What follows belongs to an exercise in optimizing a design on an open flow for small area; a production flow would make more cautious choices.
The RTL was checked by simulation tests, not by an equivalence proof against the original design.
Power is estimated from default activity; no workload was simulated.

## design.v

```verilog
module lf_therm(input [4:0] v, input force_, output [25:0] t);
    reg [7:0] gl;
    reg [3:0] gh, eh;
    reg [25:0] r;
    integer j;
    always @* begin
        for (j = 0; j < 8; j = j + 1) gl[j] = j > v[2:0];
        for (j = 0; j < 4; j = j + 1) begin
            gh[j] = force_ | (j > v[4:3]);
            eh[j] = j == v[4:3];
        end
        for (j = 0; j <= 25; j = j + 1)
            r[j] = gh[j / 8] | (eh[j / 8] & gl[j % 8]);
    end
    assign t = r;
endmodule
module lf_therm_en(input [4:0] v, input en, output [25:0] t);
    reg [7:0] gl;
    reg [3:0] gh, eh;
    reg [25:0] r;
    integer j;
    always @* begin
        for (j = 0; j < 8; j = j + 1) gl[j] = j > v[2:0];
        for (j = 0; j < 4; j = j + 1) begin
            gh[j] = en & (j > v[4:3]);
            eh[j] = en & (j == v[4:3]);
        end
        for (j = 0; j <= 25; j = j + 1)
            r[j] = gh[j / 8] | (eh[j / 8] & gl[j % 8]);
    end
    assign t = r;
endmodule
module lf_ptrs(input clk, input rst, input push, input pop, input c, input [2:0] push_fifo, input [2:0] pop_fifo,
               output [44:0] sflat);
    reg [4:0] s [0:8];
    integer k;
    reg a, b;
    always @(posedge clk) begin
        for (k = 0; k <= 8; k = k + 1) begin
            a = push & (k > push_fifo);
            b = pop & (k <= pop_fifo);
            if (rst)
                s[k] <= 5'd0;
            else if ((a & b) | (~c & (a | b)))
                s[k] <= (s[k] == 5'd24) ? 5'd0 : s[k] + 5'd1;
        end
    end
    genvar i;
    generate for (i = 0; i <= 8; i = i + 1) begin : g
        assign sflat[i*5 +: 5] = s[i];
    end endgenerate
endmodule
module lf_sel(input [44:0] sflat, input [2:0] push_fifo, input [2:0] pop_fifo,
              output [4:0] P, output [4:0] Q, output [4:0] E);
    wire [4:0] s [0:8];
    genvar i;
    generate for (i = 0; i <= 8; i = i + 1) begin : g
        assign s[i] = sflat[i*5 +: 5];
    end endgenerate
    assign P = s[push_fifo + 4'd1];
    assign Q = s[pop_fifo];
    assign E = s[pop_fifo + 4'd1];
endmodule
module lf_flags(input [4:0] s0, input [4:0] s8, input [4:0] P, input [4:0] Q, input [4:0] E,
                input push, input pop,
                output empty, output full, output almost_full, output wx, output wy);
    function [4:0] inc25;
        input [4:0] v;
        inc25 = (v == 24) ? 5'd0 : v + 5'd1;
    endfunction
    assign empty = (Q == E);
    wire [4:0] s8p1 = inc25(s8);
    assign full = (s8p1 == s0);
    assign almost_full = full | (inc25(s8p1) == s0);
    assign wx = pop & (s0 > Q);
    assign wy = push & ~(P < s0);
endmodule
module lf_ctl(input c, input wx, input wy, input [25:0] t0, input [25:0] tp, input [25:0] tq,
              output [24:0] ld, output [24:0] sh, output [24:0] hold, output [24:0] qs);
    genvar i;
    generate
        for (i = 0; i < 25; i = i + 1) begin : g_slot
            wire x = (t0[i] & ~tq[i]) | (wx & (t0[i] | ~tq[i]));
            wire y = (tp[i] & ~t0[i+1]) | (wy & (tp[i] | ~t0[i+1]));
            assign sh[i] = (x & y) | (~c & (x | y));
            assign ld[i] = tp[i+1] & ~tp[i];
            assign hold[i] = ~(sh[i] | ld[i]);
            assign qs[i] = tq[i+1] & ~tq[i];
        end
    endgenerate
endmodule
module lf_data(input clk, input [7:0] d, input [24:0] ld, input [24:0] sh, input [24:0] hold, input [24:0] qs,
               output [7:0] q);
    reg [7:0] mem [0:24];
    reg [7:0] r_q;
    wire [7:0] qsel [0:25];
    assign qsel[0] = 8'd0;
    genvar i;
    generate
        for (i = 0; i < 25; i = i + 1) begin : g_slot
            wire [7:0] prev = mem[(i + 24) % 25];
            always @(posedge clk)
                mem[i] <= ({8{ld[i]}} & d) | ({8{sh[i]}} & prev) | ({8{hold[i]}} & mem[i]);
            assign qsel[i+1] = qsel[i] | ({8{qs[i]}} & mem[i]);
        end
    endgenerate
    always @(posedge clk)
        r_q <= qsel[25];
    assign q = r_q;
endmodule
module linked_fifo(rst, clk, push, push_fifo, pop, pop_fifo, d, q, empty, full, almost_full);
    input rst;
    input clk;
    input push;
    input [2:0] push_fifo;
    input pop;
    input [2:0] pop_fifo;
    input [7:0] d;
    output [7:0] q;
    output empty;
    output full;
    output almost_full;
    wire [44:0] sflat;
    wire [4:0] P, Q, E;
    wire wx, wy;
    wire [25:0] t0, tp, tq;
    wire [24:0] ld, sh, hold, qs;
    wire c = push & pop & (push_fifo < pop_fifo);
    lf_ptrs u_ptrs(clk, rst, push, pop, c, push_fifo, pop_fifo, sflat);
    lf_sel u_sel(sflat, push_fifo, pop_fifo, P, Q, E);
    lf_flags u_flags(sflat[4:0], sflat[44:40], P, Q, E, push, pop, empty, full, almost_full, wx, wy);
    lf_therm u_t0(sflat[4:0], 1'b0, t0);
    lf_therm_en u_tp(P, push, tp);
    lf_therm u_tq(Q, ~pop, tq);
    lf_ctl u_ctl(c, wx, wy, t0, tp, tq, ld, sh, hold, qs);
    lf_data u_data(clk, d, ld, sh, hold, qs, q);
endmodule
function integer log2;
    input [31:0] value;
    for (log2=0; value>0; log2=log2+1)
        value = value>>1;
endfunction
```

## run.sh

```bash
#!/bin/bash
# synth_recipe.tcl (not shown) runs the flow's synth.tcl, then flattens the netlist and writes it again
# the make line also repeats each setting of config.mk as NAME=value (left out here)
make -C /OpenROAD-flow-scripts/flow DESIGN_CONFIG=/design/flow/config.mk WORK_HOME=/design/flow/orfs CLKGATE_MAP_FILE= SYNTH_SCRIPT=/design/flow/synth_recipe.tcl finish
```

## config.mk

```make
export PLATFORM = sky130hd
export DESIGN_NAME = linked_fifo
export DESIGN_NICKNAME = linked_fifo
export VERILOG_FILES = /design/flow/design.v
export SDC_FILE = /design/flow/constraint.sdc
export NUM_CORES = 4
export LEC_CHECK = 0
export CAP_MARGIN = 20
export CORE_MARGIN = 2
export CORE_UTILIZATION = 40
export CTS_BUF_LIST = sky130_fd_sc_hd__clkbuf_4
export CTS_CLUSTER_SIZE = 20
export SLEW_MARGIN = 20
```

## constraint.sdc

```tcl
create_clock -name core_clock -period 6.0 [get_ports {clk}]
set_input_delay 1.2000 -clock core_clock [delete_from_list [all_inputs] [get_ports {clk}]]
set_output_delay 1.2000 -clock core_clock [all_outputs]
set_load 0.01 [all_outputs]
```

==> results of run 1 <==
placed cells by master (no fill, tap or decap), types with 23 or more instances in the layout:
master           count
dfxtp_1            253
nor2_1             142
a22o_1             103
clkbuf_4           102
a21o_1             100
nand2_1             94
a22oi_1             86
buf_4               85
a221o_1             83
nor3_1              70
a21oi_1             66
inv_1               60
o21ai_0             37
ha_1                34
nand3_1             33
nand4_1             33
clkdlybuf4s50_1     28
xnor2_1             26
maj3_2              23
xor2_1              23
state kept, by name (all words and copies together) (netlist names):
name / count
u_data.mem: 200
u_ptrs.s: 45
u_data.r_q: 8
routing by layer:
layer / vias to the layer above / share of wire [%] / track usage, %
li1: 6988 / - / -
met1: 7652 / 43 / 45.5
met2: 991 / 41 / 45.9
met3: 171 / 12 / 8.44
met4: 0 / 4.7 / 14.4
met5: - / 0 / 0
final cells by class:
type	instances	share of cell area, %
Multi-Input combinational cell	1319	55.2
Clock inverter	17	0.635
Clock buffer	102	4.37
Antenna cell	4	0.0571
Tap cell	518	3.70
Inverter	74	1.60
Timing Repair Buffer	116	5.50
Sequential cell	253	28.9
report_power, final:
| group | total [W] | internal, W | switching, W |
|---|---|---|---|
| registers | 0.00322 | 0.00233 | 0.000888 |
| clock network | 0.00162 | 0.000823 | 0.000799 |
| logic | 0.00198 | 0.000907 | 0.00107 |
through the flow:
step	setup slack, ns	hold WS (ns)	cells
4_1_cts	0.358	0.482	2399
5_1_grt	0.190	0.502	2402
6_report	0.292	0.468	2403
3_5_place_dp	0.139	0.469	2280
2_1_floorplan	0.167	0.441	1754
3_3_place_gp	0.244	0.458	2278
cells by family after synthesis:
family | count (synthesis) | synth area share (%)
AOI/OAI and AO/OA | 651 | 33.6
and+or+nand+nor | 510 | 17.7
DFF | 253 | 32.6
buffers and inverters | 182 | 5.20
adders and majority gates | 76 | 5.63
xor gates and xnor gates | 49 | 2.76
muxes | 33 | 2.48
critical path: cells and delay by family:
kind                     cells  cell delay (ns)
adder cells (fa/ha/maj)      1             0.35
buffers and inverters        2             1.07
XOR/XNOR                     1             0.12
AO/OA/AOI/OAI                3             0.76
AND/OR/NAND/NOR              5             0.98
path summary, 6_finish.rpt:
check	end	cells after the start	slack [ns]	start
worst max-delay path	empty	12	0.29	pop_fifo[0]
worst min-delay path	u_data.mem[22][4]	2	0.47	u_data.mem[21][4]
worst max register to register	u_data.mem[9][2]	14	1.76	u_ptrs.s[0][4]
worst min register to register	u_data.mem[22][4]	2	0.47	u_data.mem[21][4]
==> reports/metrics.csv, run 1 <==
stage;metric;value;unit
clocking;ctsResizeCount;0;
grt;overflow;0;
floorplan;design.core.area;38500;um2
logic_synthesis;synth_top_area_share;32.6;%
finish;utilization;45.6;%
pwr;irDropWorstVdd;128;uV
drt;drt_iter0_markers;2380;
grt;antenna_found_initial;2;
sta;clock_skew;0.107;ns
clocking;postCtsHoldBufs;0;
sta;fmax;175;MHz
drt;post_drt_wl_per_cell;27.5;um
logic_synthesis;yosys.cell_types.count;105;
logic_synthesis;synth_commonest_cells;253 x dfxtp_1, 142 x nor2_1, 103 x a22o_1;
status;outcome;finished clean;
clocking;clock_path_buffers;3;
drt;viasPerCell;6.58;
grt;grt_pass1_vias;14900;
clocking;clk_pin_slew;0.07;ns
pwr;total_power;0.00682;W
logic_synthesis;synth-seq-area-share;32.6;%
clocking;post-cts-setup-buffers;0;
clocking;clock_latency;0.84;ns
floorplan;pin_count;29;
grt;grt_pass1_wl;98600;um
finish;regArea;5060;um2
flow_run;drv_cap;0;
clocking;cts_made_buffers;72;
sta;fin_tns_setup;0;ns
critical_path;cp_slowest_stage_delay;0.61;ns
drt;wl;66200;um
logic_synthesis;ys_ff_latch;253;
sta;hold_viol_final;0;
sta;rsz0062_at_grt;no;
logic_synthesis;syn_area_per_cell;8.85;um2
grt;track_usage;32.3;%
sta;fin_crit_sh;95.1;%
critical_path;cp_data_arrival_time;4.51;ns
critical_path;path_max_fanout;6;
finish;nNetsFinal;1888;
drt;drcViolationCount;0;
logic_synthesis;synth_edf_count;0;
pwr;leakage;7.29;nW
drt;vias;15800;
critical_path;critPathLaunchType;input port;
min_path;hold_class;reg2reg;
critical_path;critPathRequiredTime;4.80;ns
drt;drtPass1Iterations;6;
logic_synthesis;synthTopCellsByArea;dfxtp_1 33%, a22o_1 5.8%, a221o_1 5.4%;
logic_synthesis;syn-instance-count;1754;
logic_synthesis;async_flop_share;0;%
floorplan;die_area;40400;um2
floorplan;initial_utilization;40.4;%
logic_synthesis;synth.largest_area_cell;dfxtp_1;
placement;dpl_cell_area;16600;um2
sta;relSlewSlack;22.8;%
logic_synthesis;synth_top_flop_cell;dfxtp_1;
logic_synthesis;syn_area;15500;um2
clocking;htreeDepth;3;
finish;area_growth;12.9;%
logic_synthesis;syn-num-nets;1806;
critical_path;slowest_stage;clkdlybuf4s50_1;
floorplan;chipWidth;201;um
placement;gp_congestion;0.998;
finish;final_area;17500;um2
clocking;tritoncts;done;
grt;grt_max_degree;38;
placement;io_buffers;28;
sta;finalCriticalPeriod;5.71;ns
logic_synthesis;ys.warnings.count;8;
finish;fill_cells;3821;
logic_synthesis;synth_most_common_cell;dfxtp_1;
pwr;power_density;389;nW/um2
sta;slew_viol_final;0;
floorplan;die_y;201;um
sta;setup_violations;0;
finish;layout-drive-gt1-share;17.8;%
placement;dpl.hpwl;47800;um
clocking;numClockSinks;253;
finish;multi_input_area;9680;um2
drt;postRouteAntennaNets;0;
clocking;cts_root_buf;clkbuf_4;
sta;tightest_slew;1.16;ns
critical_path;critPathCaptureType;primary output;
critical_path;crit_chain;clkdlybuf4s50_1 -> and2_1 -> ha_1 -> nand2b_1 -> nand2_1 -> nor2_1 -> o21ai_0 -> o211ai_1 -> o21ai_0 -> xnor2_1 -> nor3_1 -> clkdlybuf4s50_1;
critical_path;worstSetupPathType;in2out;
floorplan;rows;72;
==> inputs of run 2 (changes only) <==
--- a/config.mk
+++ b/config.mk
@@ -7,7 +7,6 @@
 export LEC_CHECK = 0
 export CAP_MARGIN = 20
 export CORE_MARGIN = 2
-export CORE_UTILIZATION = 40
-export CTS_BUF_LIST = sky130_fd_sc_hd__clkbuf_4
-export CTS_CLUSTER_SIZE = 20
+export CORE_UTILIZATION = 60
+export CTS_BUF_LIST = sky130_fd_sc_hd__clkbuf_8
 export SLEW_MARGIN = 20
==> run 2 against run 1 <==
Compared with the run above:
- clock-buffer cell count shrank 51
- cell count down 10%
- core utilization increased by 22 points
- sequential power about the same
- synthesized cell count stayed put
- register-to-register slack worse by 0.12 ns
- highest routed layer unchanged
==> reports/metrics.csv, run 2 <==
stage;metric;value;unit;change
status;outcome;finished clean;;
logic_synthesis;synth.mux.area_fraction;2.48;%;unchanged
pwr;irDropWorstVdd;357;uV;+180%
finish;fill_cells;2091;;-45%
placement;gp_congestion;1.07;;+7.3%
clocking;clk_pin_slew;0.06;ns;about the same
grt;overflow;0;;unchanged
logic_synthesis;ys_ff_latch;253;;unchanged
finish;reg.largest.list;u_data.mem: 200 flops, u_ptrs.s: 45 flops, u_data.r_q: 8 flops;;
floorplan;chipWidth;165;um;-18%
critical_path;critPathCaptureType;primary output;;
critical_path;crit_buf_inv;4;;+2
placement;io_buffers;28;;unchanged
critical_path;rr_startpoint;u_ptrs.s[0][4];;
drt;post_drt_wl_per_cell;29.2;um;+6.1%
grt;antenna_found_initial;0;;-2
drt;drt_iter0_markers;2936;;+23%
sta;hold_viol_final;0;;unchanged
floorplan;die_area;27200;um2;-33%
sta;clock_skew;0.0271;ns;-0.0800 ns
finish;multi_input_area;9680;um2;about the same
pwr;seqPwrFrac;47.9;%;+0.7 points
placement;dpl.hpwl;45800;um;-4.3%
clocking;postCtsHoldBufs;0;;unchanged
finish;nNetsFinal;1852;;-1.9%
critical_path;critPathRequiredTime;4.80;ns;about the same
logic_synthesis;yosys.cell_types.count;105;;unchanged
floorplan;pin_count;29;;unchanged
pwr;total_power;0.00677;W;-0.84%
placement;dpl_cell_area;16300;um2;-1.9%
logic_synthesis;synth_commonest_cells;253 x dfxtp_1, 142 x nor2_1, 103 x a22o_1;;
pwr;power_density;394;nW/um2;+1.2%
critical_path;cp_slowest_stage_delay;0.62;ns;about the same
drt;postRouteAntennaNets;0;;unchanged
logic_synthesis;syn_area;15500;um2;unchanged
clocking;post-cts-setup-buffers;0;;unchanged
drt;vias;16100;;+1.7%
logic_synthesis;synth_most_common_cell;dfxtp_1;;
grt;grt_pass1_wl;92900;um;-5.8%
critical_path;r2r_cells;14;;unchanged
pwr;leakage;7.22;nW;-0.94%
grt;grt_max_degree;27;;-29%
logic_synthesis;synth-seq-area-share;32.6;%;unchanged
sta;relSlewSlack;26.4;%;+3.6 points
sta;fmax;175;MHz;about the same
logic_synthesis;synthAdderAreaFrac;5.63;%;unchanged
critical_path;r2r_slack;1.64;ns;-0.12 ns
logic_synthesis;syn_area_per_cell;8.85;um2;unchanged
floorplan;initial_utilization;61.3;%;+21 points
drt;wl;63000;um;-4.8%
finish;regArea;5060;um2;unchanged
pwr;p_switching;0.00268;W;-2.7%
critical_path;cp_data_arrival_time;4.51;ns;about the same
logic_synthesis;synth_edf_count;0;;unchanged
floorplan;rows;58;;-19%
grt;track_usage;45.8;%;+14 points
critical_path;path_max_fanout;26;;+20
grt;grt_pass1_vias;14600;;-2.1%
drt;drtPass1Iterations;8;;+2
finish;num_antenna_cells;0;;-4
logic_synthesis;syn-instance-count;1754;;unchanged
logic_synthesis;ys.warnings.count;8;;unchanged
sta;fin_tns_setup;0;ns;unchanged
logic_synthesis;synthTopCellsByArea;dfxtp_1 33%, a22o_1 5.8%, a221o_1 5.4%;;
clocking;cts_root_buf;clkbuf_8;;
pwr;p_sw_share;39.6;%;-0.77 points
sta;tightest_slew;1.10;ns;-0.0624 ns
critical_path;crit_family;buffers and inverters;;
floorplan;die_y;165;um;-18%
logic_synthesis;synth.largest_area_cell;dfxtp_1;;
critical_path;worstSetupPathType;in2out;;
finish;area_growth;10.6;%;
clocking;clock_latency;0.57;ns;-0.27 ns
logic_synthesis;synth_top_area_share;32.6;%;unchanged
pwr;p_int;0.00408;W;+0.45%
drt;drcViolationCount;0;;unchanged
critical_path;cp.depth;11;;-1
finish;final_common_cell;dfxtp_1;;
floorplan;design.core.area;25300;um2;-34%
critical_path;rr_endpoint;u_data.mem[14][2];;
finish;largest_reg_flops;200;;unchanged
sta;holdWs;0.494;ns;+0.0259 ns
critical_path;slowest_stage;clkdlybuf4s50_1;;
clocking;htreeDepth;2;;-1
critical_path;endpoint;empty;;
pwr;comb_power_share;29.1;%;about the same
min_path;whs_path_depth;1;;-1
sta;fin_crit_sh;95.2;%;about the same
finish;utilization;67.8;%;+22 points
logic_synthesis;syn-num-nets;1806;;unchanged
finish;final_cell_mix;253 x dfxtp_1, 142 x nor2_1, 103 x a22o_1, 100 x a21o_1, 94 x nand2_1;;
critical_path;crit_chain;clkdlybuf4s50_1 -> and2_1 -> ha_1 -> buf_4 -> a21o_1 -> o211ai_2 -> and2_1 -> buf_4 -> xnor2_1 -> nor3_1 -> clkdlybuf4s50_1;;
clocking;tritoncts;done;;
logic_synthesis;synth_xor_area_share;2.76;%;unchanged
logic_synthesis;async_flop_share;0;%;unchanged
sta;setup_violations;0;;unchanged
logic_synthesis;synth-compound-area-share;33.6;%;unchanged
logic_synthesis;synth-simple-area-share;17.7;%;unchanged
clocking;ctsResizeCount;0;;unchanged
drt;viasPerCell;7.45;;+13%
clocking;cts_made_buffers;43;;-40%
finish;top_register;u_data.mem;;
critical_path;critPathLaunch;pop_fifo[0];;
clocking;clock_path_buffers;3;;unchanged
logic_synthesis;synth_top_flop_cell;dfxtp_1;;
logic_synthesis;synth_top_family_by_area;compound AO/OA/AOI/OAI gates;;
sta;finalCriticalPeriod;5.71;ns;+0.00533 ns
clocking;numClockSinks;253;;unchanged
finish;layout-drive-gt1-share;15.0;%;-2.8 points
finish;final_area;17200;um2;-2.0%
flow_run;drv_cap;0;;unchanged
pwr;clkPwrFrac;23.0;%;-0.8 points
min_path;hold_class;reg2reg;;
sta;slew_viol_final;0;;unchanged
critical_path;critPathLaunchType;input port;;
sta;rsz0062_at_grt;no;;
-- run 2: changes by cell type in the layout (fill, tap and decap cells not counted), sizes merged --
cell           change
clkinv            -13
inv               +16
clkbuf            -51
bufinv             +1
buf                -6
clkdlybuf4s50      -1
diode              -4
-- run 2: how the worst min path moves through the flow --
stage                           start                end  slack (ns)
floorplan           u_data.mem[24][6]  u_data.mem[24][6]        0.44
global placement    u_data.mem[15][3]  u_data.mem[15][3]        0.46
detailed placement   u_data.mem[1][0]   u_data.mem[1][0]        0.47
CTS                 u_data.mem[15][5]  u_data.mem[15][5]        0.49
global route        u_data.mem[15][5]  u_data.mem[15][5]        0.51
finish              u_data.mem[19][4]  u_data.mem[19][4]        0.49
-- run 2: worst register-to-register path: stages (launching register included) --
cell     delay [ns]
dfxtp_1        0.30
buf_4          0.20
inv_1          0.44
and3_1         0.31
a21o_1         0.17
inv_1          0.11
ha_1           0.33
a21oi_1        0.23
o21ai_0        0.21
o21ai_2        0.56
nor2_1         0.10
nor2_1         0.35
o22ai_1        0.16
a21oi_1        0.59
a221o_1        0.26
-- run 2: kinds of logic after synthesis --
logic type      Yosys count
buf+inv                 182
compound gates          651
mux                      33
simple gates            510
xor+xnor                 49
fa+ha+maj                76
flops                   253
-- run 2: power groups by stage --
| stage | Clock, W | Combinational (W) | Sequential, W |
|---|---|---|---|
| floorplan | 0 | 0.00142 | 0.00273 |
| global placement | 0 | 0.00184 | 0.00316 |
| detailed placement | 0 | 0.00189 | 0.00316 |
| CTS | 0.00156 | 0.00191 | 0.00314 |
| global route | 0.00162 | 0.00209 | 0.00321 |
| finish | 0.00156 | 0.00197 | 0.00324 |
-- run 2: area by class of cell --
class	instances	area share (%)
repair buffers	109	5.15
flip-flops and latches	253	29.5
clock inverters	21	0.838
multi-input cells	1319	56.4
well taps	330	2.41
clock buffers	51	4.09
inverters	74	1.63
-- run 2: per-layer routing --
metal	part of all wire (%)	track usage, %
met5	0	0.568
met4	5.6	19.9
met3	16	13.2
met2	39	64.3
met1	39	65.0
-- run 2: stage by stage --
stage / std cells / setup WS (ns)
finish: 2157 / 0.286
global route: 2157 / 0.138
CTS: 2157 / 0.343
detailed placement: 2085 / 0.220
global placement: 2085 / 0.342
floorplan: 1754 / 0.167
==> inputs of run 3 (changes only) <==
--- a/config.mk
+++ b/config.mk
@@ -7,6 +7,5 @@
 export LEC_CHECK = 0
 export CAP_MARGIN = 20
 export CORE_MARGIN = 2
-export CORE_UTILIZATION = 60
-export CTS_BUF_LIST = sky130_fd_sc_hd__clkbuf_8
+export CORE_UTILIZATION = 40
 export SLEW_MARGIN = 20
==> run 3 against run 2 <==
Compared with the run above:
- still clean
- sequential cell count unchanged
- sequential power about the same
- largest power group unchanged
- clock power increased by 13%
==> reports/metrics.csv, run 3 <==
stage;metric;value;unit;change
grt;grt_pass1_vias;14600;;-0.075%
finish;nNetsFinal;1844;;-0.43%
clocking;postCtsHoldBufs;0;;unchanged
logic_synthesis;yosys.cell_types.count;105;;unchanged
clocking;post-cts-setup-buffers;0;;unchanged
sta;fin_crit_sh;95.4;%;+0.20 points
logic_synthesis;synth_edf_count;0;;unchanged
drt;postRouteAntennaNets;0;;unchanged
drt;wl_met1;28200;um;+15%
drt;vias;15500;;-3.4%
finish;num_antenna_cells;0;;unchanged
logic_synthesis;async_flop_share;0;%;unchanged
clocking;htreeDepth;1;;-1
logic_synthesis;synth.largest_area_cell;dfxtp_1;;
grt;antenna_found_initial;0;;unchanged
clocking;numClockSinks;253;;unchanged
sta;relSlewSlack;20.9;%;-5.4 points
clocking;clk_pin_slew;0.06;ns;about the same
critical_path;path_max_fanout;17;;-35%
finish;final_cell_mix;253 x dfxtp_1, 142 x nor2_1, 103 x a22o_1, 100 x a21o_1, 94 x nand2_1;;
logic_synthesis;synth-seq-area-share;32.6;%;unchanged
floorplan;chipWidth;201;um;+22%
drt;viasPerCell;6.66;;-11%
pwr;leakage;7.23;nW;+0.11%
finish;fill_cells;3783;;+81%
placement;dpl_worst_slack;0.139;ns;-0.0806 ns
sta;fin_tns_setup;0;ns;unchanged
critical_path;crit_chain;clkdlybuf4s50_1 -> and2_1 -> ha_1 -> buf_4 -> mux2_2 -> a21oi_1 -> o22ai_1 -> a21oi_1 -> xnor2_1 -> nand3_1 -> nor3_1 -> clkdlybuf4s50_1;;
clocking;cts_made_buffers;28;;-35%
logic_synthesis;synth_top_area_share;32.6;%;unchanged
sta;finalCriticalPeriod;5.73;ns;+0.0119 ns
drt;drt_iter0_markers;2164;;-26%
placement;dpl.hpwl;47800;um;+4.5%
critical_path;worstSetupPathType;in2out;;
logic_synthesis;synth_commonest_cells;253 x dfxtp_1, 142 x nor2_1, 103 x a22o_1;;
finish;reg.largest.list;u_data.mem: 200 flops, u_ptrs.s: 45 flops, u_data.r_q: 8 flops;;
logic_synthesis;synthTopCellsByArea;dfxtp_1 33%, a22o_1 5.8%, a221o_1 5.4%;;
finish;final_common_cell;dfxtp_1;;
min_path;hold_class;reg2reg;;
sta;fmax;175;MHz;-0.21%
logic_synthesis;synth_most_common_cell;dfxtp_1;;
floorplan;pin_count;29;;unchanged
clocking;tritoncts;done;;
sta;tightest_slew;1.19;ns;+0.0909 ns
logic_synthesis;syn_area_per_cell;8.85;um2;unchanged
logic_synthesis;syn_area;15500;um2;unchanged
critical_path;critPathLaunchType;input port;;
critical_path;cp_slowest_stage_delay;0.61;ns;about the same
clocking;clock_path_buffers;3;;unchanged
drt;wl_met2;27000;um;+9.0%
logic_synthesis;syn-num-nets;1806;;unchanged
floorplan;design.core.area;38500;um2;+52%
finish;layout-drive-gt1-share;14.9;%;-0.097 points
sta;holdWs;0.483;ns;-0.0111 ns
logic_synthesis;ys_ff_latch;253;;unchanged
floorplan;rows;72;;+24%
critical_path;critPathCaptureType;primary output;;
logic_synthesis;syn-instance-count;1754;;unchanged
drt;wl_met3;7310;um;-28%
grt;grt_pass1_wl;98000;um;+5.5%
drt;top_layer;met4;;
critical_path;cp_data_arrival_time;4.53;ns;+0.02 ns
floorplan;die_area;40400;um2;+49%
clocking;cts_root_buf;clkbuf_16;;
drt;wl;65300;um;+3.6%
critical_path;slowest_stage;clkdlybuf4s50_1;;
sta;clock_skew;0.0209;ns;-0.00621 ns
sta;hold_viol_final;0;;unchanged
floorplan;initial_utilization;40.4;%;-21 points
finish;area_growth;13.2;%;
placement;gp_congestion;0.998;;-6.8%
sta;slew_viol_final;0;;unchanged
drt;drcViolationCount;0;;unchanged
sta;setup_violations;0;;unchanged
placement;io_buffers;28;;unchanged
logic_synthesis;ys.warnings.count;8;;unchanged
critical_path;critPathRequiredTime;4.80;ns;about the same
grt;grt_max_degree;38;;+41%
clocking;clock_latency;0.57;ns;about the same
sta;setup_slack;0.274;ns;-0.0119 ns
pwr;power_density;397;nW/um2;+0.64%
status;outcome;finished clean;;
clocking;ctsResizeCount;0;;unchanged
finish;top_register;u_data.mem;;
sta;rsz0062_at_grt;no;;
flow_run;drv_cap;0;;unchanged
grt;track_usage;31.7;%;-14 points
logic_synthesis;synth_top_flop_cell;dfxtp_1;;
pwr;irDropWorstVdd;190;uV;-47%
drt;drtPass1Iterations;6;;-2
floorplan;die_y;201;um;+22%
finish;largest_reg_flops;200;;unchanged
grt;overflow;0;;unchanged
drt;post_drt_wl_per_cell;28.0;um;-4.1%
## run 3: cell counts after synthesis
Identical to the previous run, type by type.
## run 3: worst max-delay path: cells and delay by family
kind	cells	cell delay, ns
muxes	1	0.35
adders and majority gates	1	0.37
and+or+nand+nor	3	0.58
AOI/OAI and AO/OA	3	0.54
buffers and inverters	3	1.35
xor gates and xnor gates	1	0.14
## run 3: worst paths after layout
check	from	endpoint	slack, ns	cells after the start
setup / recovery	pop_fifo[1]	empty	0.27	12
hold / removal	u_data.mem[1][7]	u_data.mem[1][7]	0.48	2
setup reg to reg	u_ptrs.s[0][4]	u_data.mem[9][2]	1.77	14
hold reg to reg	u_data.mem[1][7]	u_data.mem[1][7]	0.48	2
## run 3: cell type report
class                      instances  area (um2)  area share, %
clock inverter                    11         114          0.648
inverter                          74         280           1.59
sequential                       253        5060           28.8
tap                              518         648           3.69
multi-input combinational       1319        9680           55.1
timing repair buffer             116         963           5.48
clock buffer                      39         823           4.68
## run 3: power breakdown
group	switching, W	internal, W
Sequential	0.000882	0.00234
Clock	0.000735	0.00104
Combinational	0.00107	0.000908
## run 3: logic make-up after synthesis
logic type               synth area share, %
AO/OA/AOI/OAI                           33.6
buffers and inverters                   5.20
flip-flops                              32.6
multiplexers                            2.48
adder cells (fa/ha/maj)                 5.63
AND/OR/NAND/NOR                         17.7
XOR/XNOR                                2.76
## run 3: routing by layer
layer  track usage, %  vias to the layer above
li1                 -                     6861
met1             45.6                     7568
met2             45.8                      937
met3             6.57                      159
met4             12.7                        0
met5                0                        -
## run 3: per-stage QoR
stage	instances	util, %	area (um2)	total power [W]
after floorplan	1754	-	15500	0.00415
after global placement	2278	43.2	16600	0.00508
after detailed placement	2280	43.3	16600	0.00510
after CTS	2330	45.7	17600	0.00687
after global routing	2330	45.7	17600	0.00722
final	2330	45.7	17600	0.00697
==> inputs of run 4 (changes only) <==
--- a/design.v
+++ b/design.v
@@ -33,45 +33,50 @@
 module lf_ptrs(input clk, input rst, input push, input pop, input c, input [2:0] push_fifo, input [2:0] pop_fifo,
                output [44:0] sflat);
     reg [4:0] s [0:8];
-    integer k;
-    reg a, b;
-    always @(posedge clk) begin
-        for (k = 0; k <= 8; k = k + 1) begin
-            a = push & (k > push_fifo);
-            b = pop & (k <= pop_fifo);
-            if (rst)
-                s[k] <= 5'd0;
-            else if ((a & b) | (~c & (a | b)))
-                s[k] <= (s[k] == 5'd24) ? 5'd0 : s[k] + 5'd1;
-        end
-    end
+    wire [8:0] a, b, en;
     genvar i;
     generate for (i = 0; i <= 8; i = i + 1) begin : g
+        assign a[i] = push & (i > push_fifo);
+        assign b[i] = pop & (i <= pop_fifo);
+        assign en[i] = (a[i] & b[i]) | (~c & (a[i] | b[i]));
+        wire [4:0] v = s[i];
+        wire w = v[4] & v[3];
+        wire [4:0] t;
+        assign t[0] = en[i] & ~w;
+        assign t[1] = en[i] & v[0];
+        assign t[2] = t[1] & v[1];
+        assign t[3] = (t[2] & v[2]) | (en[i] & w);
+        assign t[4] = (t[2] & v[2] & v[3]) | (en[i] & w);
+        always @(posedge clk)
+            s[i] <= rst ? 5'd0 : (v ^ t);
         assign sflat[i*5 +: 5] = s[i];
     end endgenerate
 endmodule
 module lf_sel(input [44:0] sflat, input [2:0] push_fifo, input [2:0] pop_fifo,
               output [4:0] P, output [4:0] Q, output [4:0] E);
-    wire [4:0] s [0:8];
-    genvar i;
-    generate for (i = 0; i <= 8; i = i + 1) begin : g
-        assign s[i] = sflat[i*5 +: 5];
-    end endgenerate
-    assign P = s[push_fifo + 4'd1];
-    assign Q = s[pop_fifo];
-    assign E = s[pop_fifo + 4'd1];
+    wire [7:0] fh = 8'd1 << push_fifo;
+    wire [7:0] gh = 8'd1 << pop_fifo;
+    reg [4:0] p, q, e;
+    integer k;
+    always @* begin
+        p = 5'd0; q = 5'd0; e = 5'd0;
+        for (k = 0; k < 8; k = k + 1) begin
+            p = p | ({5{fh[k]}} & sflat[(k+1)*5 +: 5]);
+            q = q | ({5{gh[k]}} & sflat[k*5 +: 5]);
+            e = e | ({5{gh[k]}} & sflat[(k+1)*5 +: 5]);
+        end
+    end
+    assign P = p;
+    assign Q = q;
+    assign E = e;
 endmodule
 module lf_flags(input [4:0] s0, input [4:0] s8, input [4:0] P, input [4:0] Q, input [4:0] E,
                 input push, input pop,
                 output empty, output full, output almost_full, output wx, output wy);
-    function [4:0] inc25;
-        input [4:0] v;
-        inc25 = (v == 24) ? 5'd0 : v + 5'd1;
-    endfunction
     assign empty = (Q == E);
-    wire [4:0] s8p1 = inc25(s8);
-    assign full = (s8p1 == s0);
-    assign almost_full = full | (inc25(s8p1) == s0);
+    wire [5:0] r = {1'b0, s0} - {1'b0, s8};
+    assign full = (r == 6'd1) | (r == 6'd40);
+    assign almost_full = full | (r == 6'd2) | (r == 6'd41);
     assign wx = pop & (s0 > Q);
     assign wy = push & ~(P < s0);
 endmodule
==> run 4 against run 3 <==
Compared with the run above:
- still clean
- setup slack improved by 0.30 ns
- register-to-register slack got worse by 0.17 ns
- sequential share of layout area increased by 1.8 points
- critical path type unchanged
==> reports/metrics.csv, run 4 <==
stage;metric;value;unit;change
status;outcome;finished clean;;
grt;antenna_found_initial;3;;+3
finish;final_common_cell;dfxtp_1;;
sta;hold_viol_final;0;;unchanged
sta;fin_crit_sh;90.5;%;-5.0 points
finish;utilization;46.6;%;+0.87 points
flow_run;drv_cap;0;;unchanged
clocking;clock_latency;0.60;ns;+0.03 ns
logic_synthesis;synth-compound-area-share;34.3;%;+0.72 points
drt;viasPerCell;6.84;;+2.6%
placement;dpl_worst_slack;0.129;ns;-0.00997 ns
logic_synthesis;synth-seq-area-share;35.2;%;+2.5 points
logic_synthesis;synth-simple-area-share;14.8;%;-2.9 points
finish;final_cell_mix;253 x dfxtp_1, 144 x nor2_1, 109 x a22o_1, 109 x a221o_1, 103 x a21o_1;;
finish;largest_reg_flops;200;;unchanged
critical_path;path_max_fanout;12;;-5
logic_synthesis;syn_area;14400;um2;-7.2%
finish;multi_input_area;8790;um2;-9.2%
sta;tightest_slew;1.17;ns;-0.0133 ns
logic_synthesis;synthTopCellsByArea;dfxtp_1 35%, a221o_1 7.6%, a22o_1 6.6%;;
floorplan;rows;69;;-4.2%
logic_synthesis;yosys.cell_types.count;85;;-19%
logic_synthesis;synth.mux.area_fraction;5.27;%;+2.8 points
sta;rsz0062_at_grt;no;;
sta;fin_tns_setup;0;ns;unchanged
finish;fill_cells;3407;;-9.9%
sta;fmax;184;MHz;+5.5%
floorplan;initial_utilization;40.6;%;+0.22 points
finish;regArea;5060;um2;unchanged
placement;dpl.hpwl;46500;um;-2.9%
sta;slew_viol_final;0;;unchanged
logic_synthesis;synth_most_common_cell;dfxtp_1;;
logic_synthesis;synth.largest_area_cell;dfxtp_1;;
grt;grt_max_degree;46;;+21%
pwr;power_density;406;nW/um2;+2.3%
clocking;clock_path_buffers;3;;unchanged
clocking;post-cts-setup-buffers;0;;unchanged
logic_synthesis;synthAdderAreaFrac;5.73;%;+0.092 points
pwr;leakage;7.07;nW;-2.3%
placement;gp_congestion;1.04;;+4.2%
drt;post_drt_wl_per_cell;29.3;um;+4.7%
drt;drt_iter0_markers;2052;;-5.2%
grt;grt_pass1_vias;13600;;-7.0%
drt;postRouteAntennaNets;0;;unchanged
floorplan;pin_count;29;;unchanged
logic_synthesis;synth_edf_count;0;;unchanged
floorplan;die_y;194;um;-3.6%
clocking;tritoncts;done;;
floorplan;die_area;37500;um2;-7.1%
critical_path;cp_data_arrival_time;4.23;ns;-0.30 ns
sta;setup_violations;0;;unchanged
sta;relSlewSlack;21.2;%;+0.28 points
grt;track_usage;32.4;%;+0.72 points
clocking;cts_made_buffers;28;;unchanged
finish;reg.largest.list;u_data.mem: 200 flops, u_ptrs.s: 45 flops, u_data.r_q: 8 flops;;
clocking;clk_pin_slew;0.06;ns;about the same
clocking;numClockSinks;253;;unchanged
drt;vias;14600;;-5.9%
logic_synthesis;synth_top_flop_cell;dfxtp_1;;
grt;grt_pass1_wl;92300;um;-5.8%
finish;area_growth;14.7;%;
drt;drtPass1Iterations;7;;+1
critical_path;worstSetupPathType;in2out;;
drt;drcViolationCount;0;;unchanged
placement;dpl.cell_count;2081;;-8.7%
finish;nNetsFinal;1705;;-7.5%
pwr;irDropWorstVdd;303;uV;+59%
critical_path;critPathLaunchType;input port;;
logic_synthesis;ys_ff_latch;253;;unchanged
grt;overflow;0;;unchanged
critical_path;critPathRequiredTime;4.80;ns;about the same
placement;io_buffers;28;;unchanged
logic_synthesis;syn-instance-count;1595;;-9.1%
logic_synthesis;syn-num-nets;1648;;-8.7%
clocking;ctsResizeCount;0;;unchanged
finish;stdcell_count;2136;;-8.3%
clocking;htreeDepth;1;;unchanged
min_path;hold_class;reg2reg;;
critical_path;critPathCaptureType;primary output;;
clocking;postCtsHoldBufs;0;;unchanged
finish;layout-drive-gt1-share;12.4;%;-2.5 points
pwr;total_power;0.00670;W;-3.8%
drt;wl;62600;um;-4.1%
logic_synthesis;synth_commonest_cells;253 x dfxtp_1, 144 x nor2_1, 109 x a221o_1, 109 x a22o_1, 103 x a21o_1;;
finish;top_register;u_data.mem;;
logic_synthesis;async_flop_share;0;%;unchanged
logic_synthesis;ys.warnings.count;7;;-1
logic_synthesis;synth_top_family_by_area;compound AO/OA/AOI/OAI gates;;
logic_synthesis;syn_area_per_cell;9.03;um2;+2.0%
sta;clock_skew;0.0454;ns;+0.0244 ns
sta;setup_slack;0.572;ns;+0.297 ns
floorplan;chipWidth;194;um;-3.6%
floorplan;design.core.area;35500;um2;-7.8%
logic_synthesis;synth_top_area_share;35.2;%;+2.5 points
logic_synthesis;synth_xor_area_share;0.791;%;-2.0 points
clocking;cts_root_buf;clkbuf_16;;
sta;finalCriticalPeriod;5.43;ns;-0.297 ns
-- run 4: per-layer routing --
layer / GRT usage (%) / vias up / share of wire (%)
met4: 20.8 / 2 / 7.6
li1: - / 6383 / -
met5: 0 / - / 0.021
met1: 43.2 / 7087 / 41
met3: 6.75 / 233 / 10
met2: 47.6 / 900 / 42
-- run 4: logic make-up after synthesis --
group,Yosys count
flip-flops,253
multiplexers,55
adder cells (fa/ha/maj),71
buffers and inverters,132
XOR/XNOR,13
AO/OA/AOI/OAI,627
AND/OR/NAND/NOR,444
-- run 4: final timing paths --
path                                   startpoint                end  slack (ns)  cells after the start
worst max-delay path                  pop_fifo[1]              empty        0.57                     10
worst min register to register  u_data.mem[16][3]  u_data.mem[16][3]        0.50                      1
worst max register to register     u_ptrs.s[0][2]  u_data.mem[23][1]        1.60                      9
worst min-delay path            u_data.mem[16][3]  u_data.mem[16][3]        0.50                      1
-- run 4: cell type report --
| type | instances | area share [%] |
|---|---|---|
| Antenna cell | 3 | 0.0454 |
| Clock buffer | 37 | 4.75 |
| Clock inverter | 13 | 1.23 |
| Inverter | 48 | 1.09 |
| Multi-Input combinational cell | 1210 | 53.2 |
| Sequential cell | 253 | 30.7 |
| Tap cell | 461 | 3.49 |
| Timing Repair Buffer | 111 | 5.51 |
-- run 4: through the flow --
step,area (um2),hold WS [ns]
floorplan,14400,0.443
global placement,15500,0.477
detailed placement,15500,0.482
CTS,16500,0.497
global route,16500,0.513
finish,16500,0.497
-- run 4: critical path: stages --
cell	delay [ns]
clkdlybuf4s50_1	0.75
buf_4	0.26
inv_2	0.12
mux2_2	0.47
inv_1	0.11
buf_4	0.22
a21oi_1	0.13
o21ai_0	0.09
nor4_1	0.26
clkdlybuf4s50_1	0.60
-- run 4: report_power, final --
group	switching, W	internal [W]	total (W)
Sequential	0.000922	0.00231	0.00323
Clock	0.000755	0.00110	0.00185
Combinational	0.000824	0.000794	0.00162
Total	0.00250	0.00420	0.00670
==> inputs of run 5 (changes only) <==
==> flow/run.sh (new file) <==
#!/bin/bash
# Standard ORFS layout; clock tree built without dummy loads.
set -euo pipefail
export CTS_ARGS="-sink_clustering_enable -repair_clock_nets -dont_use_dummy_load"
bash standard.sh > standard_flow.log 2>&1
==> standard.sh (new file) <==
#!/bin/bash
# synth_recipe.tcl (not shown) runs the flow's synth.tcl, then flattens the netlist and writes it again
# the make line also repeats each setting of config.mk as NAME=value (left out here)
make -C /OpenROAD-flow-scripts/flow DESIGN_CONFIG=/design/flow/config.mk WORK_HOME=/design/flow/orfs CLKGATE_MAP_FILE= SYNTH_SCRIPT=/design/flow/synth_recipe.tcl "${@:-finish}"
removed: run.sh
==> run 5 against run 4 <==
Compared with the run above:
- routed wire length down 0.24%
- hold slack worse by 0.0065 ns
- clock skew up 0.028 ns
- clock power shrank about 20%
- first-iteration DRC count increased by 1.3%
- sequential power about the same
- non-clock buffer count unchanged
- largest cell class unchanged
- still clean
- sequential share of layout area rose by 0.56 points
- register-to-register slack about the same
- critical path type unchanged
- power decreased by 5.7%
- sequential cell count unchanged
- synthesized area unchanged
==> reports/metrics.csv, run 5 <==
stage;metric;value;unit;change
status;outcome;finished clean;;
logic_synthesis;syn_area_per_cell;9.03;um2;unchanged
critical_path;cp_data_arrival_time;4.24;ns;about the same
logic_synthesis;synth_top_flop_cell;dfxtp_1;;
finish;final_area;16200;um2;-1.8%
floorplan;chipWidth;194;um;unchanged
pwr;irDropWorstVdd;284;uV;-6.1%
clocking;cts_root_buf;clkbuf_16;;
clocking;post-cts-setup-buffers;0;;unchanged
critical_path;critPathRequiredTime;4.80;ns;about the same
finish;reg.largest.list;u_data.mem: 200 flops, u_ptrs.s: 45 flops, u_data.r_q: 8 flops;;
drt;drtPass1Iterations;7;;unchanged
grt;antenna_found_initial;0;;-3
finish;layout-drive-gt1-share;11.5;%;-0.93 points
critical_path;path_max_fanout;12;;unchanged
grt;grt_pass1_wl;91900;um;-0.47%
sta;slew_viol_final;0;;unchanged
logic_synthesis;synth-seq-area-share;35.2;%;unchanged
pwr;total_power;0.00632;W;-5.7%
finish;largest_reg_flops;200;;unchanged
logic_synthesis;syn-num-nets;1648;;unchanged
finish;multi_input_area;8790;um2;unchanged
pwr;clkPwrFrac;23.4;%;-4.2 points
drt;postRouteAntennaNets;0;;unchanged
placement;dpl.hpwl;46500;um;unchanged
clocking;clk_pin_slew;0.05;ns;about the same
finish;top_register;u_data.mem;;
logic_synthesis;syn_area;14400;um2;unchanged
clocking;tritoncts;done;;
pwr;seqPwrFrac;51.1;%;+2.9 points
sta;fin_crit_sh;90.6;%;+0.15 points
flow_run;drv_cap;0;;unchanged
floorplan;design.core.area;35500;um2;unchanged
sta;clock_skew;0.0736;ns;+0.0282 ns
floorplan;die_y;194;um;unchanged
sta;setup_violations;0;;unchanged
clocking;ctsResizeCount;0;;unchanged
grt;grt_pass1_vias;13500;;-0.29%
sta;fin_tns_setup;0;ns;unchanged
critical_path;slowest_stage;clkdlybuf4s50_1;;
clocking;postCtsHoldBufs;0;;unchanged
clocking;numClockSinks;253;;unchanged
sta;rsz0062_at_grt;no;;
logic_synthesis;async_flop_share;0;%;unchanged
finish;final_common_cell;dfxtp_1;;
grt;grt_util_met3;6.31;%;-0.43 points
logic_synthesis;synth_commonest_cells;253 x dfxtp_1, 144 x nor2_1, 109 x a221o_1, 109 x a22o_1, 103 x a21o_1;;
logic_synthesis;ys.warnings.count;7;;unchanged
sta;tightest_slew;1.14;ns;-0.0354 ns
finish;num_antenna_cells;0;;-3
logic_synthesis;synth_top_area_share;35.2;%;unchanged
sta;fmax;184;MHz;-0.17%
drt;vias;14600;;-0.37%
drt;viasPerCell;6.89;;+0.81%
floorplan;rows;69;;unchanged
sta;finalCriticalPeriod;5.44;ns;+0.00928 ns
floorplan;pin_count;29;;unchanged
finish;final_cell_mix;253 x dfxtp_1, 144 x nor2_1, 109 x a22o_1, 109 x a221o_1, 103 x a21o_1;;
finish;area_growth;12.7;%;
critical_path;critPathLaunchType;input port;;
grt;overflow;0;;unchanged
critical_path;r2r_slack;1.59;ns;about the same
pwr;p_int;0.00392;W;-6.8%
sta;hold_viol_final;0;;unchanged
pwr;leakage;6.93;nW;-1.9%
finish;fill_cells;3426;;+0.56%
critical_path;critPathCaptureType;primary output;;
placement;gp_congestion;1.04;;unchanged
floorplan;die_area;37500;um2;unchanged
clocking;clock_latency;0.59;ns;about the same
sta;holdWs;0.491;ns;-0.00649 ns
clocking;clock_path_buffers;3;;unchanged
grt;grt_max_degree;46;;unchanged
floorplan;initial_utilization;40.6;%;unchanged
logic_synthesis;syn-instance-count;1595;;unchanged
finish;regArea;5060;um2;unchanged
placement;io_buffers;28;;unchanged
logic_synthesis;ys_ff_latch;253;;unchanged
finish;nNetsFinal;1705;;unchanged
grt;track_usage;32.3;%;-0.11 points
clocking;htreeDepth;1;;unchanged
grt;grt_util_met1;43.2;%;about the same
finish;utilization;45.7;%;-0.83 points
pwr;p_sw_share;38.0;%;+0.71 points
grt;busiest_layer;met2;;
logic_synthesis;synth.largest_area_cell;dfxtp_1;;
drt;post_drt_wl_per_cell;29.6;um;+0.94%
logic_synthesis;synth_most_common_cell;dfxtp_1;;
grt;grt_use_met2;48.0;%;+0.37 points
sta;relSlewSlack;23.6;%;+2.4 points
drt;drt_iter0_markers;2078;;+1.3%
clocking;cts_made_buffers;28;;unchanged
drt;drcViolationCount;0;;unchanged
drt;wl;62500;um;-0.24%
min_path;hold_class;reg2reg;;
critical_path;worstSetupPathType;in2out;;
logic_synthesis;yosys.cell_types.count;85;;unchanged
pwr;comb_power_share;25.6;%;+1.5 points
logic_synthesis;synth_edf_count;0;;unchanged
critical_path;cp_slowest_stage_delay;0.75;ns;about the same
critical_path;crit_chain;clkdlybuf4s50_1 -> buf_4 -> inv_2 -> mux2_2 -> inv_1 -> buf_4 -> a21oi_1 -> o21ai_0 -> nor4_1 -> clkdlybuf4s50_1;;
logic_synthesis;synthTopCellsByArea;dfxtp_1 35%, a221o_1 7.6%, a22o_1 6.6%;;
placement;dpl_cell_area;15500;um2;unchanged
pwr;power_density;390;nW/um2;-4.0%
pwr;p_switching;0.00240;W;-3.9%
==> run 5: cell families after synthesis <==
group / after synthesis / share of synthesized area, %
multiplexers: 55 / 5.27
flip-flops: 253 / 35.2
XOR/XNOR: 13 / 0.791
buffers and inverters: 132 / 3.90
AO/OA/AOI/OAI: 627 / 34.3
AND/OR/NAND/NOR: 444 / 14.8
adder cells (fa/ha/maj): 71 / 5.73
==> run 5: final cells by class <==
class                   count  share of cell area, %
multi-input cells        1210                   54.2
flip-flops and latches    253                   31.2
clock buffers              28                   4.32
well taps                 461                   3.56
inverters                  48                   1.11
repair buffers            111                   5.61
==> run 5: power by group through the flow <==
stage	clock, W	sequential, W	combinational, W
after floorplan	0	0.00269	0.00117
final	0.00148	0.00323	0.00161
after global routing	0.00154	0.00321	0.00174
after global placement	0	0.00318	0.00154
after detailed placement	0	0.00317	0.00157
after CTS	0.00149	0.00315	0.00158
==> run 5: metal layers <==
layer  part of all wire [%]  wire length (um)
met1                     41             25300
met3                     10              6320
met5                      0                 0
met4                    7.7              4840
met2                     42             26000
==> run 5: path summary, 6_finish.rpt <==
check             depth (start not counted)                end         startpoint
setup / recovery                         10              empty        pop_fifo[1]
hold / removal                            1  u_data.mem[16][3]  u_data.mem[16][3]
setup reg to reg                          9  u_data.mem[23][3]     u_ptrs.s[0][2]
hold reg to reg                           1  u_data.mem[16][3]  u_data.mem[16][3]
==> run 5: stage by stage <==
step | setup slack [ns] | instances
floorplan | 0.886 | 1595
global placement | 0.282 | 2081
detailed placement | 0.129 | 2081
CTS | 0.582 | 2109
global route | 0.357 | 2111
finish | 0.562 | 2111
==> run 5: worst max-delay path, delay by kind of cell <==
family	cells	cell delay (ns)
multiplexers	1	0.48
AND/OR/NAND/NOR	1	0.26
buffers and inverters	6	2.06
AO/OA/AOI/OAI	2	0.22
==> inputs of run 6 (changes only) <==
==> flow/run.sh (replaced) <==
#!/bin/bash
# Standard synthesis, then an area re-map of its combinational logic (registers untouched),
# then the standard layout with a leaner clock tree and small port buffers.
set -euo pipefail
export CTS_ARGS="-sink_clustering_enable -repair_clock_nets -dont_use_dummy_load"
R=$PWD/orfs/results/$FLOW_PLATFORM/linked_fifo/base
bash standard.sh synth > standard_synth.log 2>&1
cp $R/1_2_yosys.v $R/1_2_yosys_standard.v
export REMAP_LIB=$FLOW_HOME/platforms/sky130hd/lib/sky130_fd_sc_hd__tt_025C_1v80.lib
export REMAP_IN=$R/1_2_yosys_standard.v
export REMAP_OUT=$R/1_2_yosys.v
export REMAP_TOP=$FLOW_TOP
export REMAP_SCRIPT=$PWD/flow/remap.abc
export REMAP_DONT_USE="$(sed -n 's/^export DONT_USE_CELLS += //p;/^    sky130/p' $FLOW_HOME/platforms/sky130hd/config.mk | tr -d '\\' | tr -s ' \n' ' ' | sed 's/\(sky130_[a-z0-9_]*\)/-dont_use \1/g')"
YOSYS=$(command -v yosys || echo $FLOW_HOME/../tools/install/yosys/bin/yosys)
$YOSYS -c flow/remap.tcl > remap.log 2>&1
rm -f $R/1_synth.odb $R/1_synth.sdc
bash standard.sh > standard_flow.log 2>&1
==> flow/remap.abc (new file) <==
strash
&get -n
&st
&dch
&nf
&put
==> flow/remap.tcl (new file) <==
# Re-map the combinational logic of the standard synthesis for area; registers stay as they are.
yosys read_liberty -ignore_miss_func $::env(REMAP_LIB)
yosys read_verilog $::env(REMAP_IN)
yosys hierarchy -top $::env(REMAP_TOP)
yosys blackbox sky130_fd_sc_hd__df* sky130_fd_sc_hd__edf* sky130_fd_sc_hd__sdf* sky130_fd_sc_hd__sedf* sky130_fd_sc_hd__dl*
yosys flatten
yosys hierarchy -top $::env(REMAP_TOP)
yosys opt -purge
yosys stat
yosys abc -liberty $::env(REMAP_LIB) {*}$::env(REMAP_DONT_USE) -script $::env(REMAP_SCRIPT)
yosys opt_clean -purge
yosys hilomap -singleton -hicell sky130_fd_sc_hd__conb_1 HI -locell sky130_fd_sc_hd__conb_1 LO
yosys splitnets
yosys opt_clean -purge
yosys insbuf -buf sky130_fd_sc_hd__buf_4 A X
yosys check
yosys stat -liberty $::env(REMAP_LIB)
yosys write_verilog -noattr -nohex -nodec $::env(REMAP_OUT)
==> run 6 against run 5 <==
Compared with the run above:
- synthesized area fell by 8.3%
- routed wire length fell by 6.0%
- register-to-register slack improved by 0.23 ns
- clock skew fell by 0.011 ns
- clock-buffer cell count rose by 1
- cell count rose by 5.5%
- non-clock buffer count rose by 14
- cell area fell by 4.4%
- sequential cell count did not move
- synthesized cell count rose by 2.2%
==> reports/metrics.csv, run 6 <==
stage;metric;value;unit;change
status;outcome;finished clean;;
floorplan;pin_count;29;;unchanged
finish;final_common_cell;nand2_1;;
floorplan;chipWidth;186;um;-4.2%
min_path;hold_class;reg2reg;;
drt;wl_met3;6510;um;+2.9%
finish;top_register;u_data.mem;;
placement;dpl_cell_area;14800;um2;-4.7%
pwr;p_sw_share;38.2;%;+0.14 points
sta;relSlewSlack;24.9;%;+1.3 points
pwr;total_power;0.00617;W;-2.4%
sta;hold_viol_final;0;;unchanged
finish;largest_reg_flops;200;;unchanged
drt;wl_met1;23600;um;-6.7%
critical_path;slowest_stage;clkdlybuf4s50_1;;
min_path;hold_end;u_data.mem[16][7];;
sta;setup_violations;0;;unchanged
pwr;comb_power_share;22.2;%;-3.4 points
finish;final_cell_mix;382 x nand2_1, 253 x dfxtp_1, 179 x a22oi_1, 149 x nor2_1, 95 x buf_4;;
critical_path;crit_chain;clkdlybuf4s50_1 -> buf_4 -> nor2_1 -> a221oi_1 -> a21oi_1 -> xnor2_1 -> nand3_1 -> a211oi_1 -> clkdlybuf4s50_1;;
critical_path;crit_buf_inv;3;;-3
floorplan;die_y;186;um;-4.2%
sta;clock_skew;0.0626;ns;-0.0110 ns
drt;postRouteAntennaNets;0;;unchanged
critical_path;crit_family;buffers and inverters;;
placement;io_buffers;28;;unchanged
critical_path;rr_endpoint;u_data.mem[17][1];;
finish;reg.largest.list;u_data.mem: 200 flops, u_ptrs.s: 45 flops, u_data.r_q: 8 flops;;
critical_path;cp_slowest_stage_delay;0.71;ns;-0.04 ns
logic_synthesis;ys.warnings.count;7;;unchanged
logic_synthesis;syn-instance-count;1630;;+2.2%
pwr;irDropWorstVdd;227;uV;-20%
sta;fmax;182;MHz;-1.2%
grt;grt_pass1_wl;87100;um;-5.2%
drt;post_drt_wl_per_cell;26.4;um;-11%
flow_run;drv_cap;0;;unchanged
sta;holdWs;0.461;ns;-0.0295 ns
finish;nNetsFinal;1804;;+5.8%
drt;wl;58800;um;-6.0%
sta;finalCriticalPeriod;5.50;ns;+0.0642 ns
grt;track_usage;33.8;%;+1.5 points
critical_path;r2r_slack;1.82;ns;+0.23 ns
pwr;leakage;6.67;nW;-3.7%
sta;tightest_slew;1.12;ns;-0.0190 ns
critical_path;crit_top_cell;clkdlybuf4s50_1;;
critical_path;cp_data_arrival_time;4.30;ns;+0.06 ns
floorplan;rows;66;;-4.3%
floorplan;design.core.area;32500;um2;-8.3%
sta;fin_crit_sh;91.7;%;+1.1 points
grt;overflow;0;;unchanged
placement;gp_congestion;1.05;;+0.52%
min_path;whs_path_depth;2;;+1
pwr;p_int;0.00381;W;-2.6%
placement;dpl.hpwl;43200;um;-7.0%
floorplan;die_area;34500;um2;-8.1%
pwr;clkPwrFrac;24.5;%;+1.1 points
clocking;postCtsHoldBufs;0;;unchanged
drt;drcViolationCount;0;;unchanged
critical_path;worstSetupPathType;in2out;;
finish;final_area;15500;um2;-4.4%
sta;fin_tns_setup;0;ns;unchanged
clocking;clk_pin_slew;0.05;ns;about the same
drt;drtPass1Iterations;6;;-1
logic_synthesis;syn-num-nets;1648;;unchanged
finish;layout-drive-gt1-share;7.74;%;-3.8 points
clocking;cts_made_buffers;29;;+3.6%
logic_synthesis;syn_area;13200;um2;-8.3%
drt;drt_iter0_markers;2145;;+3.2%
grt;antenna_found_initial;1;;+1
min_path;hold_start;u_data.mem[16][7];;
clocking;clock_latency;0.58;ns;about the same
critical_path;critPathLaunchType;input port;;
clocking;clock_path_buffers;3;;unchanged
clocking;cts_root_buf;clkbuf_16;;
floorplan;initial_utilization;40.6;%;about the same
drt;top_layer;met5;;
logic_synthesis;syn_area_per_cell;8.10;um2;-10%
grt;grt_pass1_vias;13400;;-0.83%
pwr;p_switching;0.00236;W;-2.0%
clocking;htreeDepth;1;;unchanged
drt;wl_met2;25200;um;-3.0%
grt;grt_max_degree;45;;-2.2%
critical_path;path_max_fanout;13;;+1
pwr;power_density;398;nW/um2;+2.1%
critical_path;critPathRequiredTime;4.80;ns;about the same
critical_path;critPathCaptureType;primary output;;
critical_path;r2r_cells;13;;+4
drt;vias;14600;;+0.15%
pwr;seqPwrFrac;53.3;%;+2.2 points
drt;viasPerCell;6.54;;-5.1%
clocking;numClockSinks;253;;unchanged
finish;fill_cells;3214;;-6.2%
finish;area_growth;17.5;%;
sta;rsz0062_at_grt;no;;
clocking;ctsResizeCount;0;;unchanged
sta;slew_viol_final;0;;unchanged
clocking;tritoncts;done;;
clocking;post-cts-setup-buffers;0;;unchanged
critical_path;rr_startpoint;u_ptrs.s[0][0];;
## run 6: metal layers
| metal | GRT usage (%) | up-vias |
|---|---|---|
| met2 | 51.6 | 912 |
| met3 | 7.49 | 205 |
| met1 | 44.9 | 6959 |
| met4 | 16.7 | 2 |
| li1 | - | 6495 |
| met5 | 0 | - |
## run 6: cell type report
class / instances / area (um2) / share of cell area [%]
inverter: 19 / 71.3 / 0.460
timing repair buffer: 125 / 1010 / 6.53
tap: 442 / 553 / 3.57
antenna: 1 / 2.50 / 0.0161
sequential: 253 / 5060 / 32.7
multi-input combinational: 1358 / 8080 / 52.1
clock buffer: 29 / 726 / 4.68
## run 6: worst max-delay path by stage
stage / from / end / depth (start not counted)
finish: pop_fifo[2] / empty / 9
global route: pop_fifo[2] / empty / 10
CTS: pop_fifo[2] / empty / 11
detailed placement: pop_fifo[2] / u_data.mem[17][2] / 15
global placement: pop_fifo[2] / u_data.mem[17][1] / 15
floorplan: pop_fifo[2] / u_data.mem[0][0] / 11
## run 6: power by group through the flow
stage / sequential, W / clock (W) / combinational, W
3_5_place_dp: 0.00325 / 0 / 0.00134
5_1_grt: 0.00330 / 0.00158 / 0.00152
4_1_cts: 0.00322 / 0.00152 / 0.00135
6_report: 0.00329 / 0.00151 / 0.00137
3_3_place_gp: 0.00326 / 0 / 0.00131
2_1_floorplan: 0.00274 / 0 / 0.000933
## run 6: worst register-to-register path, cell delays in order (launching register included)
cell	delay, ns
dfxtp_1	0.52
nor3b_1	0.26
a221o_1	0.31
o31ai_1	0.36
buf_4	0.24
a22oi_1	0.08
a2111o_1	0.34
a31oi_2	0.19
buf_12	0.22
nand2_1	0.09
a311oi_1	0.49
maj3_1	0.51
nor2_1	0.23
a21o_1	0.24
## run 6: stage by stage
stage	utilization, %	worst slack, ns	std cells
floorplan	-	0.0614	1630
global placement	45.4	0.343	2197
detailed placement	45.4	0.325	2197
CTS	47.7	0.537	2226
global route	47.7	0.333	2226
finish	47.7	0.498	2227
==> inputs of run 7 (changes only) <==
--- a/flow/run.sh
+++ b/flow/run.sh
@@ -2,7 +2,8 @@
 # Standard synthesis, then an area re-map of its combinational logic (registers untouched),
 # then the standard layout with a leaner clock tree and small port buffers.
 set -euo pipefail
-export CTS_ARGS="-sink_clustering_enable -repair_clock_nets -dont_use_dummy_load"
+export CTS_ARGS="-sink_clustering_enable -repair_clock_nets -dont_use_dummy_load -buf_list sky130_fd_sc_hd__clkbuf_8 -sink_clustering_size 16 -sink_clustering_max_diameter 80"
+export BUFFER_PORTS_ARGS="-buffer_cell sky130_fd_sc_hd__buf_2"
 R=$PWD/orfs/results/$FLOW_PLATFORM/linked_fifo/base
 bash standard.sh synth > standard_synth.log 2>&1
 cp $R/1_2_yosys.v $R/1_2_yosys_standard.v
--- a/config.mk
+++ b/config.mk
@@ -5,7 +5,8 @@
 export SDC_FILE = /design/flow/constraint.sdc
 export NUM_CORES = 4
 export LEC_CHECK = 0
-export CAP_MARGIN = 20
+export CAP_MARGIN = 0
 export CORE_MARGIN = 2
 export CORE_UTILIZATION = 40
-export SLEW_MARGIN = 20
+export GPL_TIMING_DRIVEN = 0
+export SLEW_MARGIN = 0
==> run 7 against run 6 <==
Compared with the run above:
- now fails the layout checks on max-capacitance violations, max-slew violations
- sequential power fell by 2%
- non-clock buffer count is 93 lower
- critical path depth increased by 3
- combinational power down 5%
- power shrank 12%
- clock-buffer cell count down 8
- routed wire length is 2.9% lower
- largest power group unchanged
- cell area shrank 8.0%
- via count shrank 3.3%
- hold slack gained 0.0070 ns
==> reports/metrics.csv, run 7 <==
stage;metric;value;unit;change
grt;grt_max_degree;45;;unchanged
clocking;cts_made_buffers;21;;-28%
critical_path;cp_data_arrival_time;6.15;ns;+1.85 ns
floorplan;initial_utilization;40.6;%;unchanged
min_path;hold_end;u_data.mem[11][4];;
clocking;tritoncts;done;;
clocking;postCtsHoldBufs;0;;unchanged
clocking;clock_latency;0.59;ns;about the same
grt;grt_pass1_vias;12800;;-4.8%
grt;overflow;0;;unchanged
drt;drcViolationCount;0;;unchanged
pwr;irDropWorstVdd;198;uV;-13%
logic_synthesis;ys.warnings.count;7;;unchanged
finish;final_common_cell;nand2_1;;
sta;finalCriticalPeriod;5.62;ns;+0.118 ns
grt;antenna_found_initial;1;;unchanged
finish;num_antenna_cells;0;;-1
sta;setup_slack;0.380;ns;-0.118 ns
critical_path;critPathCaptureType;register;;
sta;fin_crit_sh;93.7;%;+2.0 points
finish;largest_reg_flops;200;;unchanged
sta;relSlewSlack;-0.832;%;-26 points
critical_path;worstSetupPathType;in2reg;;
finish;final_area;14300;um2;-8.0%
clocking;ctsResizeCount;0;;unchanged
floorplan;die_y;186;um;unchanged
placement;io_buffers;28;;unchanged
finish;layout-drive-gt1-share;3.92;%;-3.8 points
clocking;clock_path_buffers;3;;unchanged
drt;wl;57100;um;-2.9%
sta;fmax;178;MHz;-2.1%
placement;dpl_cell_area;14000;um2;-5.5%
critical_path;critPathLaunchType;input port;;
logic_synthesis;syn-instance-count;1630;;unchanged
floorplan;die_area;34500;um2;unchanged
critical_path;path_max_fanout;28;;+15
min_path;hold_class;reg2reg;;
sta;rsz0062_at_grt;no;;
finish;fill_cells;3328;;+3.5%
clocking;htreeDepth;1;;unchanged
placement;dpl_worst_slack;-0.236;ns;-0.562 ns
floorplan;design.core.area;32500;um2;unchanged
placement;gp_congestion;0.942;;-9.9%
logic_synthesis;syn_area_per_cell;8.10;um2;unchanged
logic_synthesis;syn_area;13200;um2;unchanged
finish;top_register;u_data.mem;;
status;so_faults;max-capacitance violations, max-slew violations;;
finish;reg.largest.list;u_data.mem: 200 flops, u_ptrs.s: 45 flops, u_data.r_q: 8 flops;;
drt;post_drt_wl_per_cell;26.9;um;+1.8%
drt;postRouteAntennaNets;0;;unchanged
grt;grt_pass1_wl;83700;um;-3.9%
finish;final_cell_mix;382 x nand2_1, 253 x dfxtp_1, 178 x a22oi_1, 149 x nor2_1, 75 x a21oi_1;;
clocking;clk_pin_slew;0.11;ns;+0.06 ns
drt;drtPass1Iterations;8;;+2
critical_path;rr_endpoint;u_data.mem[11][1];;
floorplan;chipWidth;186;um;unchanged
drt;viasPerCell;6.63;;+1.3%
finish;multi_input_area;8120;um2;+0.43%
grt;track_usage;32.6;%;-1.2 points
flow_run;drv_cap;1;;+1
min_path;hold_start;u_data.mem[11][4];;
critical_path;r2r_cells;11;;-2
logic_synthesis;syn-num-nets;1648;;unchanged
floorplan;rows;66;;unchanged
drt;vias;14100;;-3.3%
clocking;cts_root_buf;clkbuf_8;;
min_path;whs_path_depth;2;;unchanged
finish;area_growth;8.11;%;
status;outcome;finished with violations;;
placement;dpl.hpwl;40900;um;-5.2%
pwr;power_density;380;nW/um2;-4.5%
critical_path;r2r_slack;1.16;ns;-0.66 ns
pwr;leakage;6.02;nW;-9.8%
drt;drt_iter0_markers;2156;;+0.51%
finish;nNetsFinal;1703;;-5.6%
floorplan;pin_count;29;;unchanged
sta;setup_violations;0;;unchanged
sta;hold_viol_final;0;;unchanged
clocking;numClockSinks;253;;unchanged
critical_path;critPathRequiredTime;6.53;ns;+1.73 ns
clocking;post-cts-setup-buffers;0;;unchanged
finish;regArea;5060;um2;unchanged
sta;slew_viol_final;9;;+9
sta;tightest_slew;1.50;ns;+0.382 ns
critical_path;rr_startpoint;u_ptrs.s[2][3];;
sta;clock_skew;0.0895;ns;+0.0269 ns
[run 7: stage by stage]
step | util, % | std cells | total power, W | TNS (ns) | hold WS [ns]
after floorplan | - | 1630 | 0.00367 | 0 | 0.430
after detailed placement | 42.9 | 2104 | 0.00446 | -7.48 | 0.449
after global placement | 42.7 | 2100 | 0.00443 | -406.52 | 0.444
after CTS | 43.8 | 2125 | 0.00533 | 0 | 0.460
after global routing | 43.9 | 2125 | 0.00565 | 0 | 0.490
final | 43.9 | 2125 | 0.00542 | 0 | 0.468
[run 7: worst max-delay path by stage]
stage	start	end
5_1_grt	pop_fifo[0]	u_data.mem[1][6]
6_report	push_fifo[1]	u_data.mem[11][1]
4_1_cts	push_fifo[1]	u_data.mem[11][1]
3_3_place_gp	pop_fifo[0]	u_data.mem[0][5]
2_1_floorplan	pop_fifo[2]	u_data.mem[0][0]
3_5_place_dp	push_fifo[0]	u_data.mem[13][4]
[run 7: where the power goes]
part           switching [W]  internal [W]
combinational       0.000738      0.000564
sequential          0.000884       0.00233
clock               0.000590      0.000314
[run 7: cell type report]
class | count | share of cell area, %
clock buffers | 21 | 2.02
inverters | 19 | 0.500
multi-input cells | 1358 | 56.8
flip-flops and latches | 253 | 35.5
well taps | 442 | 3.87
repair buffers | 32 | 1.27
[run 7: critical path, stage by stage]
cell       delay (ns)
buf_2            0.41
nor2_1           0.23
a2111oi_0        0.50
mux2_1           0.59
o221ai_1         0.22
o211a_1          0.34
o21ai_0          1.00
o22ai_1          0.24
maj3_1           0.64
a21oi_1          0.57
nand2_1          0.12
nand2_1          0.07
[run 7: routing by layer]
| metal | track usage (%) | share of wire, % | routed length (um) |
|---|---|---|---|
| met1 | 44.0 | 41 | 23200 |
| met2 | 49.7 | 43 | 24500 |
| met3 | 6.63 | 11 | 6260 |
| met4 | 15.4 | 5.4 | 3100 |
| met5 | 0 | 0.021 | 12 |

==> what the ideal ports hide <==
In the flow no input, the clock included, has a driving cell. The finished layouts below were timed again as built, in two steps.
Step 1 (the two cells are an assumption about what drives the block):
set clk [get_ports {clk}]
set_driving_cell -lib_cell sky130_fd_sc_hd__clkbuf_16 $clk
set_driving_cell -lib_cell sky130_fd_sc_hd__buf_2 [delete_from_list [all_inputs] $clk]
Step 2 also shifts input and output timing later by t, the mid clock arrival at the registers, as if the neighbouring blocks saw the same clock.
Three values: ideal ports, drivers, drivers and shift; two values: the first two.
run	t (ns)	setup WS [ns]	hold slack, ns	slew at the worst register clock pin (ns)	worst slew at a driven data input, ns
run 1	0.840	0.292 / 0.264 / 0.031	0.468 / 0.468 / 0.468	0.07 / 0.07	0.03
run 2	0.603	0.286 / 0.259 / 0.000	0.494 / 0.494 / 0.494	0.07 / 0.07	0.04
run 3	0.623	0.274 / 0.251 / 0.023	0.483 / 0.483 / 0.483	0.07 / 0.07	0.04
run 4	0.627	0.572 / 0.539 / 0.001	0.497 / 0.497 / 0.497	0.07 / 0.07	0.04
run 5	0.607	0.562 / 0.530 / 0.001	0.491 / 0.491 / 0.491	0.06 / 0.06	0.04
run 6	0.605	0.498 / 0.478 / 0.187	0.461 / 0.461 / 0.461	0.07 / 0.07	0.04
run 7	0.596	0.380 / 0.409 / -0.187	0.468 / 0.468 / 0.468	0.12 / 0.12	0.03
The setup slack of run 4, which loses most, moves by -0.033 ns with the drivers and by -0.571 ns with both steps.
